This is an optimization exercise on Yosys and OpenROAD, whose aim is small area, a short achievable clock period and few clock cycles, not a production implementation. No run shown here included a check of the RTL's function; only the layout flow was run.

==> design/flow/constraint.sdc <==
create_clock -name core_clock -period 13.0 [get_ports {i_clk}]
set_input_delay 2.6000 -clock core_clock [delete_from_list [all_inputs] [get_ports {i_clk}]]
set_output_delay 2.6000 -clock core_clock [all_outputs]
set_load 0.01 [all_outputs]
==> design/flow/run.sh <==
#!/bin/bash
# synth_recipe.tcl (not shown) runs the flow's synth.tcl, then flattens the netlist and writes it again
# the make line also repeats each setting of config.mk as NAME=value (left out here)
make -C /OpenROAD-flow-scripts/flow DESIGN_CONFIG=/design/flow/config.mk WORK_HOME=/design/flow/orfs CLKGATE_MAP_FILE= SYNTH_SCRIPT=/design/flow/synth_recipe.tcl finish
==> design/flow/design.v <==
typedef enum logic[3:0] {
    ALU_NOP,
    ALU_ADD,
    ALU_SUB,
    ALU_MUL,
    ALU_DIV,
    ALU_MOD,
    ALU_CMP,
    ALU_RESERVED,
    ALU_SHL,
    ALU_SHR,
    ALU_XOR,
    ALU_AND,
    ALU_OR,
    ALU_NOT,
    ALU_BSET,
    ALU_BRESET
} ALUInstruction;
typedef enum logic[3:0] {
    FPU_NOP,
    FPU_INT_TO_FLOAT,
    FPU_FLOAT_TO_INT,
    FPU_ADD,
    FPU_SUB,
    FPU_MUL,
    FPU_DIV,
    FPU_CMP,
    FPU_FLAGS
} FPUInstruction;
typedef enum logic[2:0] {
    DATA_NOP,
    DATA_REG_TO_ACCU,
    DATA_ACCU_TO_REG,
    DATA_LOAD,
    DATA_STORE,
    DATA_SWAP,
    DATA_RESERVED0,
    DATA_RESERVED1
} DataInstruction;
typedef enum logic[3:0] {
    CONTROL_NOP,
    CONTROL_FLAG_TO_REG0,
    CONTROL_REG0_TO_FLAG,
    CONTROL_STACK_TO_REG0,
    CONTROL_REG0_TO_STACK,
    CONTROL_IP_TO_REG0,
    CONTROL_REG0_TO_IP,
    CONTROL_CPU_TO_REG1,
    CONTROL_REG1_TO_CPU,
    CONTROL_CALL_SYS,
    CONTROL_RET_USER,
    CONTROL_JUMP_REL,
    CONTROL_JUMP_ABS,
    CONTROL_CALL,
    CONTROL_RETURN
} ControlInstruction;
typedef enum logic[1:0] {
    STACK_NOP,
    STACK_PUSH,
    STACK_POP
} StackInstruction;
typedef logic[4:0] Arg;
typedef struct packed {
    logic z;
    logic nz;
    logic n;
    logic nn;
    logic c;
    logic nc;
    logic o;
    logic no;
} Conditionals;
typedef struct packed {
    logic move_bits;
    logic alu_use_carry;
    ALUInstruction alu;
    FPUInstruction fpu;
    logic accu_override;
    DataInstruction data;
    ControlInstruction control;
    StackInstruction stack;
    Arg arg_alu;
    Arg arg_fpu;
    Arg arg_data;
    Arg arg_control;
    Arg arg_stack;
    logic reserved;
    Conditionals conditionals;
} Instruction;
module ALU(
    input wire i_clk, i_rst,
    input wire i_start,
    input wire [3:0] i_inst,
    input wire[63:0] i_data0, i_data1,
    input wire i_c,
    output reg o_wait,
    output reg o_finished,
    output reg[63:0] o_result,
    output reg o_c,
    output wire o_o, o_z, o_n,
    output wire o_error_div_by_zero
);
    reg [63:0] rs, rc;   
    reg rcin;
    reg cadd;            
    reg cinv;            
    reg c_keep;          
    reg m_mul;           
    reg m_mod;           
    reg [63:0] ra;       
    reg [64:0] rb;       
    reg [4:0] cnt;       
    wire [64:0] res_sum = {1'b0, rs} + {1'b0, rc} + {64'd0, rcin};
    always @(*) begin
        o_result = res_sum[63:0];
        o_c = cadd ? (res_sum[64] ^ cinv) : c_keep;
    end
    assign o_o = o_c & i_data0[63] & i_data1[63];
    assign o_z = o_result == 0;
    assign o_n = o_result[63];
    wire d1_zero = i_data1 == 0;
    wire is_divmod = (i_inst == ALU_DIV) | (i_inst == ALU_MOD);
    assign o_error_div_by_zero = is_divmod && d1_zero;
    function automatic [6:0] lzc64(input [63:0] v);
        integer i;
        reg found;
        begin
            lzc64 = 7'd64;
            found = 0;
            for (i = 63; i >= 0; i = i - 1)
                if (!found && v[i]) begin
                    lzc64 = 7'd63 - i[6:0];
                    found = 1;
                end
        end
    endfunction
    wire [6:0] lz0 = lzc64(i_data0);
    wire [6:0] lz1 = lzc64(i_data1);
    wire [7:0] jdiff = {1'b0, lz1} - {1'b0, lz0};    
    wire div_none = jdiff[7];                        
    wire [5:0] je = jdiff[5:0] | 6'd1;               
    wire is_shr = i_inst == ALU_SHR;
    reg [64:0] sh_in;
    integer k;
    always @(*) begin
        if (is_divmod)
            sh_in = {1'b0, i_data1};
        else if (is_shr)
            for (k = 0; k < 65; k = k + 1) sh_in[k] = (k == 0) ? i_c : i_data0[64 - k];
        else
            sh_in = {i_data0, i_c};
    end
    wire [6:0] sh_amt = is_divmod ? {1'b0, je} : i_data1[6:0];
    wire sh_big = !is_divmod && (i_data1[63:7] != 0);
    wire [64:0] sh_raw = sh_in << sh_amt;
    wire [64:0] sh_out = sh_big ? 65'd0 : sh_raw;
    reg [64:0] shr_out;
    always @(*)
        for (k = 0; k < 65; k = k + 1) shr_out[k] = sh_out[64 - k];
    wire [63:0] bit_mask = (i_data1[63:6] == 0) ? (64'd1 << i_data1[5:0]) : 64'd0;
    wire [63:0] mul_a = o_wait ? ra : i_data0;
    wire [7:0]  mul_b = o_wait ? rb[7:0] : i_data1[7:0];
    wire [63:0] acc_s = o_wait ? rs : 64'd0;
    wire [63:0] acc_c = o_wait ? rc : 64'd0;
    reg [63:0] pp [0:7];
    always @(*)
        for (k = 0; k < 8; k = k + 1) pp[k] = mul_b[k] ? (mul_a << k) : 64'd0;
    function automatic [127:0] csa(input [63:0] a, input [63:0] b, input [63:0] c);
        reg [63:0] s, cy;
        begin
            s = a ^ b ^ c;
            cy = (a & b) | (a & c) | (b & c);
            csa = {cy[62:0], 1'b0, s};
        end
    endfunction
    wire [127:0] l1a = csa(pp[0], pp[1], pp[2]);
    wire [127:0] l1b = csa(pp[3], pp[4], pp[5]);
    wire [127:0] l1c = csa(pp[6], pp[7], acc_s);
    wire [127:0] l2a = csa(l1a[63:0], l1a[127:64], l1b[63:0]);
    wire [127:0] l2b = csa(l1b[127:64], l1c[63:0], l1c[127:64]);
    wire [127:0] l3a = csa(l2a[63:0], l2a[127:64], l2b[63:0]);
    wire [127:0] l4a = csa(l3a[63:0], l3a[127:64], l2b[127:64]);
    wire [127:0] l5a = csa(l4a[63:0], l4a[127:64], acc_c);
    wire [63:0] mul_s = l5a[63:0];
    wire [63:0] mul_c = l5a[127:64];
    function automatic [3:0] nbytes(input [63:0] v);
        integer i;
        begin
            nbytes = 0;
            for (i = 0; i < 8; i = i + 1)
                if (v[8*i +: 8] != 0) nbytes = i + 1;
        end
    endfunction
    wire mul_swap = ({1'b0, nbytes(i_data0)} + 5'd1) < {1'b0, nbytes(i_data1)};
    wire [63:0] mul_ra0 = mul_swap ? {i_data1[63:8], 8'd0} : {i_data0[55:0], 8'd0};
    wire [63:0] mul_rb0 = mul_swap ? i_data0 : {8'd0, i_data1[63:8]};
    wire [65:0] dv_t1 = {2'b0, ra} - {1'b0, rb};
    wire dv_q1 = !dv_t1[65];
    wire [63:0] dv_r1 = dv_q1 ? dv_t1[63:0] : ra;
    wire [64:0] dv_d2 = rb >> 1;
    wire [65:0] dv_t2 = {2'b0, dv_r1} - {1'b0, dv_d2};
    wire dv_q2 = !dv_t2[65];
    wire [63:0] dv_r2 = dv_q2 ? dv_t2[63:0] : dv_r1;
    always @(posedge i_clk or posedge i_rst) begin
        if (i_rst) begin
            o_wait <= 0;
            o_finished <= 0;
            c_keep <= 0;
            cadd <= 0;
        end else begin
            o_finished <= 0;
            if (o_finished) begin
                c_keep <= o_c;
                cadd <= 0;
            end
            if (o_wait) begin
                if (m_mul ? (rb[63:8] == 0) : (cnt == 0)) begin
                    o_wait <= 0;
                    o_finished <= 1;
                end
            end else if (i_start) begin
                o_finished <= 1;
                case (i_inst)
                    ALU_ADD, ALU_SUB, ALU_CMP: cadd <= 1;
                    ALU_SHL: c_keep <= sh_out[64];
                    ALU_SHR: c_keep <= shr_out[64];
                    ALU_MUL:
                        if (mul_rb0 != 0) begin
                            o_wait <= 1;
                            o_finished <= 0;
                        end
                    ALU_DIV, ALU_MOD:
                        if (!d1_zero && !div_none) begin
                            o_wait <= 1;
                            o_finished <= 0;
                        end
                    default: ;
                endcase
            end
        end
    end
    wire is_sub = (i_inst == ALU_SUB) | (i_inst == ALU_CMP);
    always @(posedge i_clk) begin
        if (o_wait) begin
            rcin <= 0;
            if (m_mul) begin
                rs <= mul_s;
                rc <= mul_c;
                ra <= {ra[55:0], 8'd0};
                rb <= {8'd0, rb[64:8]};
            end else begin
                ra <= dv_r2;
                rb <= {2'b0, rb[64:2]};
                cnt <= cnt - 1;
                rs <= m_mod ? dv_r2 : {rs[61:0], dv_q1, dv_q2};
                rc <= 0;
            end
        end else begin
            rcin <= 0;
            rc <= 0;
            cinv <= is_sub;
            m_mul <= i_inst == ALU_MUL;
            m_mod <= i_inst == ALU_MOD;
            cnt <= je[5:1];
            case (i_inst)
                ALU_ADD, ALU_SUB, ALU_CMP: begin
                    rs <= i_data0;
                    rc <= is_sub ? ~i_data1 : i_data1;
                    rcin <= i_c ^ is_sub;
                end
                ALU_SHL: rs <= sh_out[63:0];
                ALU_SHR: rs <= shr_out[63:0];
                ALU_XOR: rs <= i_data0 ^ i_data1;
                ALU_AND: rs <= i_data0 & i_data1;
                ALU_OR: rs <= i_data0 | i_data1;
                ALU_NOT: rs <= ~i_data0;
                ALU_BSET: rs <= i_data0 | bit_mask;
                ALU_BRESET: rs <= i_data0 & ~bit_mask;
                ALU_MUL: begin
                    rs <= mul_s;
                    rc <= mul_c;
                end
                ALU_DIV, ALU_MOD:
                    rs <= (div_none && i_inst == ALU_MOD && !d1_zero) ? i_data0 : 64'd0;
                default: rs <= 0;
            endcase
            if (i_inst == ALU_MUL) begin
                ra <= mul_ra0;
                rb <= {1'b0, mul_rb0};
            end else begin
                ra <= i_data0;
                rb <= sh_out;
            end
        end
    end
endmodule
==> design/flow/config.mk <==
export PLATFORM = sky130hd
export DESIGN_NAME = ALU
export DESIGN_NICKNAME = ALU
export VERILOG_FILES = /design/flow/design.v
export SDC_FILE = /design/flow/constraint.sdc
export NUM_CORES = 4
export LEC_CHECK = 0
export CAP_MARGIN = 40
export CORE_MARGIN = 2
export CORE_UTILIZATION = 35
export SETUP_SLACK_MARGIN = 5
export SLEW_MARGIN = 20
==> results of run 1 <==
## synth_stat cells, drive strengths merged, types with 100 or more instances
cell	instances
o22ai	129
inv	559
mux2i	385
dfxtp	258
nand2	742
o21ai	549
nor2	862
ha	219
and2	147
a21o	100
fa	474
nor3	101
xnor2	114
a21oi	620
clkbuf	508
## worst max-delay path, stage by stage (launching register included)
cell and delay (ps):
dfxtp_4 370, inv_2 50, fa_2 410, fa_2 360, nor2b_2 140, o31a_2 180
o21ai_4 70, a211oi_4 230, buf_8 230, o21a_4 180, o2111ai_1 130, or4b_4 540
or4_4 660, nor4_4 180, nand4b_1 120, or4b_4 520, or4_4 440, or4b_4 500
nor4_2 140, buf_2 170
## through the flow
stage | hold slack (ps) | cells | setup WS (ps) | area, µm²
floorplan | 464.0 | 7414 | 5007 | 54310
global placement | 550.7 | 9401 | 2126 | 59510
detailed placement | 544.2 | 9455 | 2274 | 59970
CTS | 553.0 | 9664 | 4044 | 64480
global route | 577.2 | 9761 | 4042 | 66440
finish | 553.7 | 9785 | 4116 | 66500
## registers in the layout, summed over array words and instances, names as in the netlist
register    count
rb             65
ra             64
rc             64
rs             64
cnt             5
c_keep          1
cadd            1
cinv            1
m_mod           1
m_mul           1
o_finished      1
o_wait          1
rcin            1
## layer usage
metal,part of all wire,global-route usage
met1,0.39,0.6354
met2,0.39,0.6753
met3,0.14,0.1760
met4,0.088,0.3446
met5,0.00032,0
## area by class of cell
type,instances,area [µm²]
fillers,15980,87550
multi-input cells,5984,47270
repair buffers,819,7451
flip-flops and latches,270,5595
well taps,2044,2557
inverters,566,2135
clock buffers,55,1179
clock inverters,18,239.0
diodes,29,72.57
## placed cells by master (no fill, tap or decap), drive strengths merged, types with 38 or more instances in the layout
cell           Yosys  routed
a31oi             68      68
o22ai            129     129
nand3             96      96
and3              43      43
o22a              40      40
nor4              59      59
inv              559     564
nor3             101     101
clkbuf           508      72
buf               89     621
dfxtp            258     258
fa               474     474
a221oi            59      59
a211oi            85      85
clkdlybuf4s50      0     136
o31ai             38      38
a21o             100     100
nand2            742     742
o21ai            549     552
ha               219     219
mux2i            385     385
nor2             862     862
mux2              98      98
nand2b            45      45
xnor2            114     114
o221ai            81      81
a221o             44      44
a21oi            620     620
a22oi             66      66
xor2              69      69
o211ai            72      72
o21a              60      60
and2             147     147
## final timing paths
path,from,endpoint,cells after the start
setup / recovery,rs[0],o_z,19
min in group asynchronous,i_rst,o_finished,2
hold reg to reg,rs[40],rs[42],2
max in group asynchronous,i_rst,o_wait,2
setup reg to reg,ra[31],rs[22],31
hold / removal,rs[40],rs[42],2
## kinds of logic (layout without fill, tap and decap cells)
family	count (synthesis)	after routing	share of synthesized area
xor+xnor	183	183	0.02953
simple gates	2281	2281	0.1873
flops	270	270	0.1014
other cells	0	29	0
buf+inv	1163	1458	0.08079
mux	493	493	0.09547
compound gates	2331	2334	0.2802
fa+ha+maj	693	693	0.2253
## what timing repair did
item / in CTS / in global routing
buffers inserted: 126 / 81
gates resized for setup: 540 / 339
pin swaps: 82 / 107
gates cloned: 10 / 2
setup endpoints to repair: 211 / 181
==> flow_summary.yaml, run 1 <==
critical_path:
  startpoint_type: "register"
  path_max_fanout: 4
  r2r_slack_ps: 5140
  worstPathRequired_ps: 10400
  critPathKind: "reg2out"
  worstPathArrival_ps: 6280
  crit_path_end_kind: "primary output"
floorplanning:
  ios: 207
  row_count: 144
  die-area_mm2: 0.1583
  die_w_um: 397.8
  coreArea_mm2: 0.1540
  start_util: 0.3524
  dieHeight_um: 397.8
synth:
  seq_area_frac_synth: 0.1014
  synth_nets: 8243
  syn_area_mm2: 0.05428
  avgSynthCellArea_um2: 7.322
  synth_edf_count: 8
  yosys-top-cells-area: "fa_1 (17%), dfxtp_1 (9.5%), mux2i_1 (7.1%), nor2_1 (6.0%), a21oi_1 (5.7%)"
  async_flop_share: 0.01481
  synthDistinctLibCells: 98
  synth_flop_cell: "dfxtp_1"
  ys_warn_count: 2
  syn-instance-count: 7414
  synth_top_area_share: 0.1748
  yosys.area.top_type: "fa_1"
  ys_seq_elements: 270
clock_tree:
  cts_root_buf: "clkbuf_16"
  postCtsHoldBufs: 0
  clk_pin_slew_ps: 60
  ctsHtreeMaxLevel: 2
  numClockSinks: 270
  cts_tree: "done"
  clockBufferDepth: 3
  cts_inserted_buffers: 41
  clk_latency_ps: 660
placed_design:
  port_buffers: 206
  routabilityCongestion: 1.140
  hpwl_mm: 315.6
global_routing:
  grt_antenna_before_repair: 49
  grt_pass1_vias: 62410
  overflow: 0
  grt_max_degree: 142
  grt_first_pass_wirelength_mm: 537.7
  grt.total_usage: 0.4921
route:
  drt-initial-drc-count: 11040
  wl_mm: 403.7
  drc: 0
  antenna_left: 0
  vias: 66580
  drt-wirelength-per-cell_um: 41.26
  routed_via_density: 6.805
  dr.pass1.iters: 8
final_layout:
  nNetsFinal: 8511
  drive_gt1_frac: 0.1784
  areaGrowthSynthToFinish_pct: 22.50
  finish.utilization: 0.4317
timing:
  finClkSkew_ps: 55.35
  rsz0062_at_grt: "yes"
  hold_violations: 0
  setup_viol: 0
  layout_min_cycle_time_ps: 8884
  drv_slew: 0
  setup_tns_ps: 0
  tightest_slew_ps: 1220
  fmax_mhz: 112.6
  min_period_over_period: 0.6834
  maxSlewHeadroom: 0.1869
worst_hold_path:
  min_path_type: "reg2reg"
outcome:
  outcome: "complete, no violations"
flow_run:
  drv_cap: 0
==> inputs of run 2 (changes only) <==
--- a/design/flow/design.v
+++ b/design/flow/design.v
@@ -108,7 +108,8 @@
     reg m_mul;           
     reg m_mod;           
     reg [63:0] ra;       
-    reg [64:0] rb;       
+    reg [63:0] rb;       
+    reg rx;              
     reg [4:0] cnt;       
     wire [64:0] res_sum = {1'b0, rs} + {1'b0, rc} + {64'd0, rcin};
     always @(*) begin
@@ -159,12 +160,25 @@
         for (k = 0; k < 65; k = k + 1) shr_out[k] = sh_out[64 - k];
     wire [63:0] bit_mask = (i_data1[63:6] == 0) ? (64'd1 << i_data1[5:0]) : 64'd0;
     wire [63:0] mul_a = o_wait ? ra : i_data0;
-    wire [7:0]  mul_b = o_wait ? rb[7:0] : i_data1[7:0];
+    wire [8:0]  mul_b = o_wait ? {rb[7:0], rx} : {1'b0, i_data1[6:0], 1'b0};
     wire [63:0] acc_s = o_wait ? rs : 64'd0;
     wire [63:0] acc_c = o_wait ? rc : 64'd0;
-    reg [63:0] pp [0:7];
-    always @(*)
-        for (k = 0; k < 8; k = k + 1) pp[k] = mul_b[k] ? (mul_a << k) : 64'd0;
+    reg [63:0] row [0:3];
+    reg [63:0] corr;
+    reg b_one, b_two, b_neg;
+    reg [63:0] b_m;
+    always @(*) begin
+        corr = 0;
+        for (k = 0; k < 4; k = k + 1) begin
+            b_one = mul_b[2*k+1] ^ mul_b[2*k];
+            b_two = (mul_b[2*k+2] & ~mul_b[2*k+1] & ~mul_b[2*k]) |
+                    (~mul_b[2*k+2] & mul_b[2*k+1] & mul_b[2*k]);
+            b_neg = mul_b[2*k+2];
+            b_m = b_one ? mul_a : b_two ? {mul_a[62:0], 1'b0} : 64'd0;
+            row[k] = (b_m ^ {64{b_neg}}) << (2*k);
+            corr[2*k] = b_neg;
+        end
+    end
     function automatic [127:0] csa(input [63:0] a, input [63:0] b, input [63:0] c);
         reg [63:0] s, cy;
         begin
@@ -173,34 +187,30 @@
             csa = {cy[62:0], 1'b0, s};
         end
     endfunction
-    wire [127:0] l1a = csa(pp[0], pp[1], pp[2]);
-    wire [127:0] l1b = csa(pp[3], pp[4], pp[5]);
-    wire [127:0] l1c = csa(pp[6], pp[7], acc_s);
+    wire [127:0] l1a = csa(row[0], row[1], row[2]);
+    wire [127:0] l1b = csa(row[3], corr, acc_s);
     wire [127:0] l2a = csa(l1a[63:0], l1a[127:64], l1b[63:0]);
-    wire [127:0] l2b = csa(l1b[127:64], l1c[63:0], l1c[127:64]);
-    wire [127:0] l3a = csa(l2a[63:0], l2a[127:64], l2b[63:0]);
-    wire [127:0] l4a = csa(l3a[63:0], l3a[127:64], l2b[127:64]);
-    wire [127:0] l5a = csa(l4a[63:0], l4a[127:64], acc_c);
-    wire [63:0] mul_s = l5a[63:0];
-    wire [63:0] mul_c = l5a[127:64];
-    function automatic [3:0] nbytes(input [63:0] v);
+    wire [127:0] l3a = csa(l2a[63:0], l2a[127:64], l1b[127:64]);
+    wire [127:0] l4a = csa(l3a[63:0], l3a[127:64], acc_c);
+    wire [63:0] mul_s = l4a[63:0];
+    wire [63:0] mul_c = l4a[127:64];
+    function automatic [3:0] nsteps(input [63:0] v);
         integer i;
         begin
-            nbytes = 0;
-            for (i = 0; i < 8; i = i + 1)
-                if (v[8*i +: 8] != 0) nbytes = i + 1;
+            nsteps = (v != 0) ? 4'd1 : 4'd0;
+            for (i = 1; i < 9; i = i + 1)
+                if ((v >> (8*i - 1)) != 0) nsteps = nsteps + 4'd1;
         end
     endfunction
-    wire mul_swap = ({1'b0, nbytes(i_data0)} + 5'd1) < {1'b0, nbytes(i_data1)};
-    wire [63:0] mul_ra0 = mul_swap ? {i_data1[63:8], 8'd0} : {i_data0[55:0], 8'd0};
-    wire [63:0] mul_rb0 = mul_swap ? i_data0 : {8'd0, i_data1[63:8]};
-    wire [65:0] dv_t1 = {2'b0, ra} - {1'b0, rb};
-    wire dv_q1 = !dv_t1[65];
-    wire [63:0] dv_r1 = dv_q1 ? dv_t1[63:0] : ra;
-    wire [64:0] dv_d2 = rb >> 1;
-    wire [65:0] dv_t2 = {2'b0, dv_r1} - {1'b0, dv_d2};
-    wire dv_q2 = !dv_t2[65];
+    wire mul_swap = nsteps(i_data0) < nsteps({7'd0, i_data1[63:7]});
+    wire [63:0] mul_ra0 = mul_swap ? {i_data1[63:7], 7'd0} : {i_data0[56:0], 7'd0};
+    wire [63:0] mul_rb0 = mul_swap ? i_data0 : {7'd0, i_data1[63:7]};
+    wire dv_q1 = res_sum[64] & ~rx;
+    wire [63:0] dv_r1 = dv_q1 ? res_sum[63:0] : rs;
+    wire [64:0] dv_t2 = {1'b0, dv_r1} + {1'b0, ~rx, rc[63:1]} + 65'd1;
+    wire dv_q2 = dv_t2[64];
     wire [63:0] dv_r2 = dv_q2 ? dv_t2[63:0] : dv_r1;
+    wire [63:0] dv_q = {ra[61:0], dv_q1, dv_q2};
     always @(posedge i_clk or posedge i_rst) begin
         if (i_rst) begin
             o_wait <= 0;
@@ -214,7 +224,7 @@
                 cadd <= 0;
             end
             if (o_wait) begin
-                if (m_mul ? (rb[63:8] == 0) : (cnt == 0)) begin
+                if (m_mul ? (rb[63:7] == 0) : (cnt == 0)) begin
                     o_wait <= 0;
                     o_finished <= 1;
                 end
@@ -242,18 +252,27 @@
     wire is_sub = (i_inst == ALU_SUB) | (i_inst == ALU_CMP);
     always @(posedge i_clk) begin
         if (o_wait) begin
-            rcin <= 0;
             if (m_mul) begin
                 rs <= mul_s;
                 rc <= mul_c;
+                rcin <= 0;
                 ra <= {ra[55:0], 8'd0};
-                rb <= {8'd0, rb[64:8]};
+                rb <= {8'd0, rb[63:8]};
+                rx <= rb[7];
             end else begin
-                ra <= dv_r2;
-                rb <= {2'b0, rb[64:2]};
+                ra <= dv_q;
+                rb <= {8'd0, rb[63:8]};
                 cnt <= cnt - 1;
-                rs <= m_mod ? dv_r2 : {rs[61:0], dv_q1, dv_q2};
-                rc <= 0;
+                rx <= 0;
+                if (cnt == 0) begin
+                    rs <= m_mod ? dv_r2 : dv_q;
+                    rc <= 0;
+                    rcin <= 0;
+                end else begin
+                    rs <= dv_r2;
+                    rc <= {1'b1, ~rx, rc[63:2]};
+                    rcin <= 1;
+                end
             end
         end else begin
             rcin <= 0;
@@ -281,15 +300,23 @@
                     rc <= mul_c;
                 end
                 ALU_DIV, ALU_MOD:
-                    rs <= (div_none && i_inst == ALU_MOD && !d1_zero) ? i_data0 : 64'd0;
+                    if (d1_zero || div_none)
+                        rs <= (div_none && i_inst == ALU_MOD && !d1_zero) ? i_data0 : 64'd0;
+                    else begin
+                        rs <= i_data0;
+                        rc <= ~sh_out[63:0];
+                        rcin <= 1;
+                    end
                 default: rs <= 0;
             endcase
             if (i_inst == ALU_MUL) begin
                 ra <= mul_ra0;
-                rb <= {1'b0, mul_rb0};
+                rb <= mul_rb0;
+                rx <= 0;
             end else begin
-                ra <= i_data0;
-                rb <= sh_out;
+                ra <= 0;
+                rb <= 0;
+                rx <= sh_out[64];
             end
         end
     end
--- a/design/flow/config.mk
+++ b/design/flow/config.mk
@@ -5,6 +5,7 @@
 export SDC_FILE = /design/flow/constraint.sdc
 export NUM_CORES = 4
 export LEC_CHECK = 0
+export ABC_CLOCK_PERIOD_IN_PS = 4500
 export CAP_MARGIN = 40
 export CORE_MARGIN = 2
 export CORE_UTILIZATION = 35
==> run 2 against run 1 <==
Compared with the run above:
- still clean
- sequential share of layout area decreased by 0.34 points
- sequential cell count is the same
- critical path depth increased by 14
- routed wire length grew 5.1%
- count of clock-buffer cells in the layout fell by 5
==> flow_summary.yaml, run 2 <==
timing:
  hold_violations: 0
  setup_viol: 0
  whs_ps: 452.8
  drv_slew: 0
  finClkSkew_ps: 56.12
  rsz0062_at_grt: "yes"
  tightest_slew_ps: 1136
  setup_tns_ps: 0
  maxSlewHeadroom: 0.2344
  fmax_mhz: 112.4
  setup_slack_ps: 4106
  min_period_over_period: 0.6841
  layout_min_cycle_time_ps: 8894
synth:
  ys_seq_elements: 270
  syn-instance-count: 7296
  yosys-top-cells-area: "dfxtp_1 (9.8%), fa_1 (9.2%), mux2i_1 (6.7%), a21oi_1 (5.4%), ha_1 (5.3%)"
  yosys.area.top_type: "dfxtp_1"
  seq_area_frac_synth: 0.1043
  async_flop_share: 0.01481
  synthDistinctLibCells: 120
  synth_edf_count: 8
  synth_flop_cell: "dfxtp_1"
  synth.most_common_cell: "nand2_1"
  synth_top_area_share: 0.09784
  syn_area_mm2: 0.05279
  synth_common_cells: "nand2_1 (628), clkbuf_1 (587), a21oi_1 (566)"
  ys_warn_count: 2
  synth_nets: 7897
  avgSynthCellArea_um2: 7.236
final_layout:
  fin_cells: 9751
  areaGrowthSynthToFinish_pct: 29.26
  final_cell_area_mm2: 0.06824
  nNetsFinal: 8273
  layout_commonest_cell: "buf_4"
  drive_gt1_frac: 0.2184
  final_cell_mix: "buf_4 (637), nand2_1 (606), a21oi_1 (508)"
clock_tree:
  postCtsHoldBufs: 0
  clk_pin_slew_ps: 70
  numClockSinks: 270
  clockBufferDepth: 3
  ctsHtreeMaxLevel: 2
  cts_tree: "done"
  cts_inserted_buffers: 39
  cts_root_buf: "clkbuf_16"
  clk_latency_ps: 660
placed_design:
  hpwl_mm: 312.5
  routabilityCongestion: 1.130
  dpl_worst_slack_ps: 1400
  dp.cells: 9307
  port_buffers: 206
  place_area_mm2: 0.05954
floorplanning:
  dieHeight_um: 392.4
  row_count: 142
  start_util: 0.3525
  die-area_mm2: 0.1540
  die_w_um: 392.4
  ios: 207
  coreArea_mm2: 0.1498
route:
  drc: 0
  dr.pass1.iters: 7
  antenna_left: 0
  drt-wirelength-per-cell_um: 43.52
  routed_via_density: 7.215
  wl_mm: 424.3
  drt-initial-drc-count: 10850
  vias: 70350
critical_path:
  startpoint_type: "input port"
  worstPathArrival_ps: 9390
  slowest_stage: "or3_4"
  slowest_delay_ps: 410
  critPathKind: "in2reg"
  timing.critical_path.buf_inv: 7
  path_max_fanout: 10
  crit_path_end_kind: "register"
  crit_family: "adder cells"
  crit_top_cell: "ha_4"
  worstPathRequired_ps: 13490
global_routing:
  grt.total_usage: 0.5317
  overflow: 0
  grt_pass1_vias: 64490
  grt_first_pass_wirelength_mm: 565.9
  grt_max_degree: 125
  grt_antenna_before_repair: 44
flow_run:
  drv_cap: 0
outcome:
  outcome: "complete, no violations"
worst_hold_path:
  min_path_type: "reg2reg"
## run 2: cell types whose count changed after synthesis, sizes merged, moves of 109 or more
cell	before	now
fa	474	243
inv	559	365
maj3	0	109
nand2	742	629
nor2	862	489
o22ai	129	341
## run 2: kinds of logic after synthesis
family | share of synthesized area
AO/OA/AOI/OAI | 0.3386
AND/OR/NAND/NOR | 0.1688
buffers and inverters | 0.08338
adder cells (fa/ha/maj) | 0.1654
multiplexers | 0.09182
XOR/XNOR | 0.04773
flip-flops | 0.1043
## run 2: repair_timing
action                     in CTS  in global routing
setup endpoints to repair     272                249
cloned                         29                  6
pin swaps                     119                100
setup buffers                 209                 85
gates resized for setup       791                306
## run 2: stage by stage
stage,util
CTS,0.4410
floorplan,-
global placement,0.3936
global route,0.4553
detailed placement,0.3976
finish,0.4556
## run 2: area by class of cell
| class | count | area, µm² |
|---|---|---|
| antenna | 32 | 80.08 |
| inverter | 367 | 1429 |
| fill | 15200 | 81540 |
| tap | 2016 | 2522 |
| timing repair buffer | 1078 | 10720 |
| sequential | 270 | 5513 |
| clock buffer | 50 | 1079 |
| clock inverter | 22 | 236.5 |
| multi-input combinational | 5916 | 46660 |
## run 2: final timing paths
check,from,end,slack [ps],depth (start not counted)
hold reg to reg,rb[33],rb[25],450,2
setup reg to reg,rs[0],rs[14],5080,31
setup / recovery,i_data0[34],ra[53],4110,33
hold / removal,rb[33],rb[25],450,2
min in group asynchronous,i_rst,o_finished,2220,2
max in group asynchronous,i_rst,o_wait,10510,2
## run 2: tightest hold or removal path, stage by stage (launching register included)
cell and delay [ps]:
dfxtp_1 310, nand2_1 60, o21ai_1 50
## run 2: metal layers
layer  global-route usage  vias up  share of wire
met2               0.7287     6109           0.39
met3               0.2167     1774           0.14
met4               0.4758       28           0.11
met1               0.6296    34410           0.36
li1                     -    28040              -
met5              0.01085        -        0.00088

==> static timing again, ports no longer ideal <==
In the flow no input, the clock included, has a driving cell. The finished layouts below were timed again as built, in two steps.
Step 1 sets driving cells, clkbuf_16 on the clock port and buf_2 on the other inputs (assumed; they add their load-dependent delay and slew).
Step 2 times the ports against the registers' clock, not the clock port: input delays grow and output delays shrink by t, the midpoint of the rising clock arrivals with the driver on.
a / b / c = ideal ports / drivers / drivers and shift; a / b = the first two.
run	t, ns	setup slack, ns	worst hold slack (ns)	latest minus earliest clock arrival (ns)
run 1	0.720	4.116 / 4.027 / 4.175	0.554 / 0.554 / 0.554	0.055 / 0.055
run 2	0.713	4.106 / 4.168 / 3.455	0.453 / 0.453 / 0.453	0.058 / 0.058
After both steps every run listed still meets setup and hold. For run 2, which loses most, drivers alone change the setup slack by +0.062 ns; drivers and shift together by -0.651 ns.
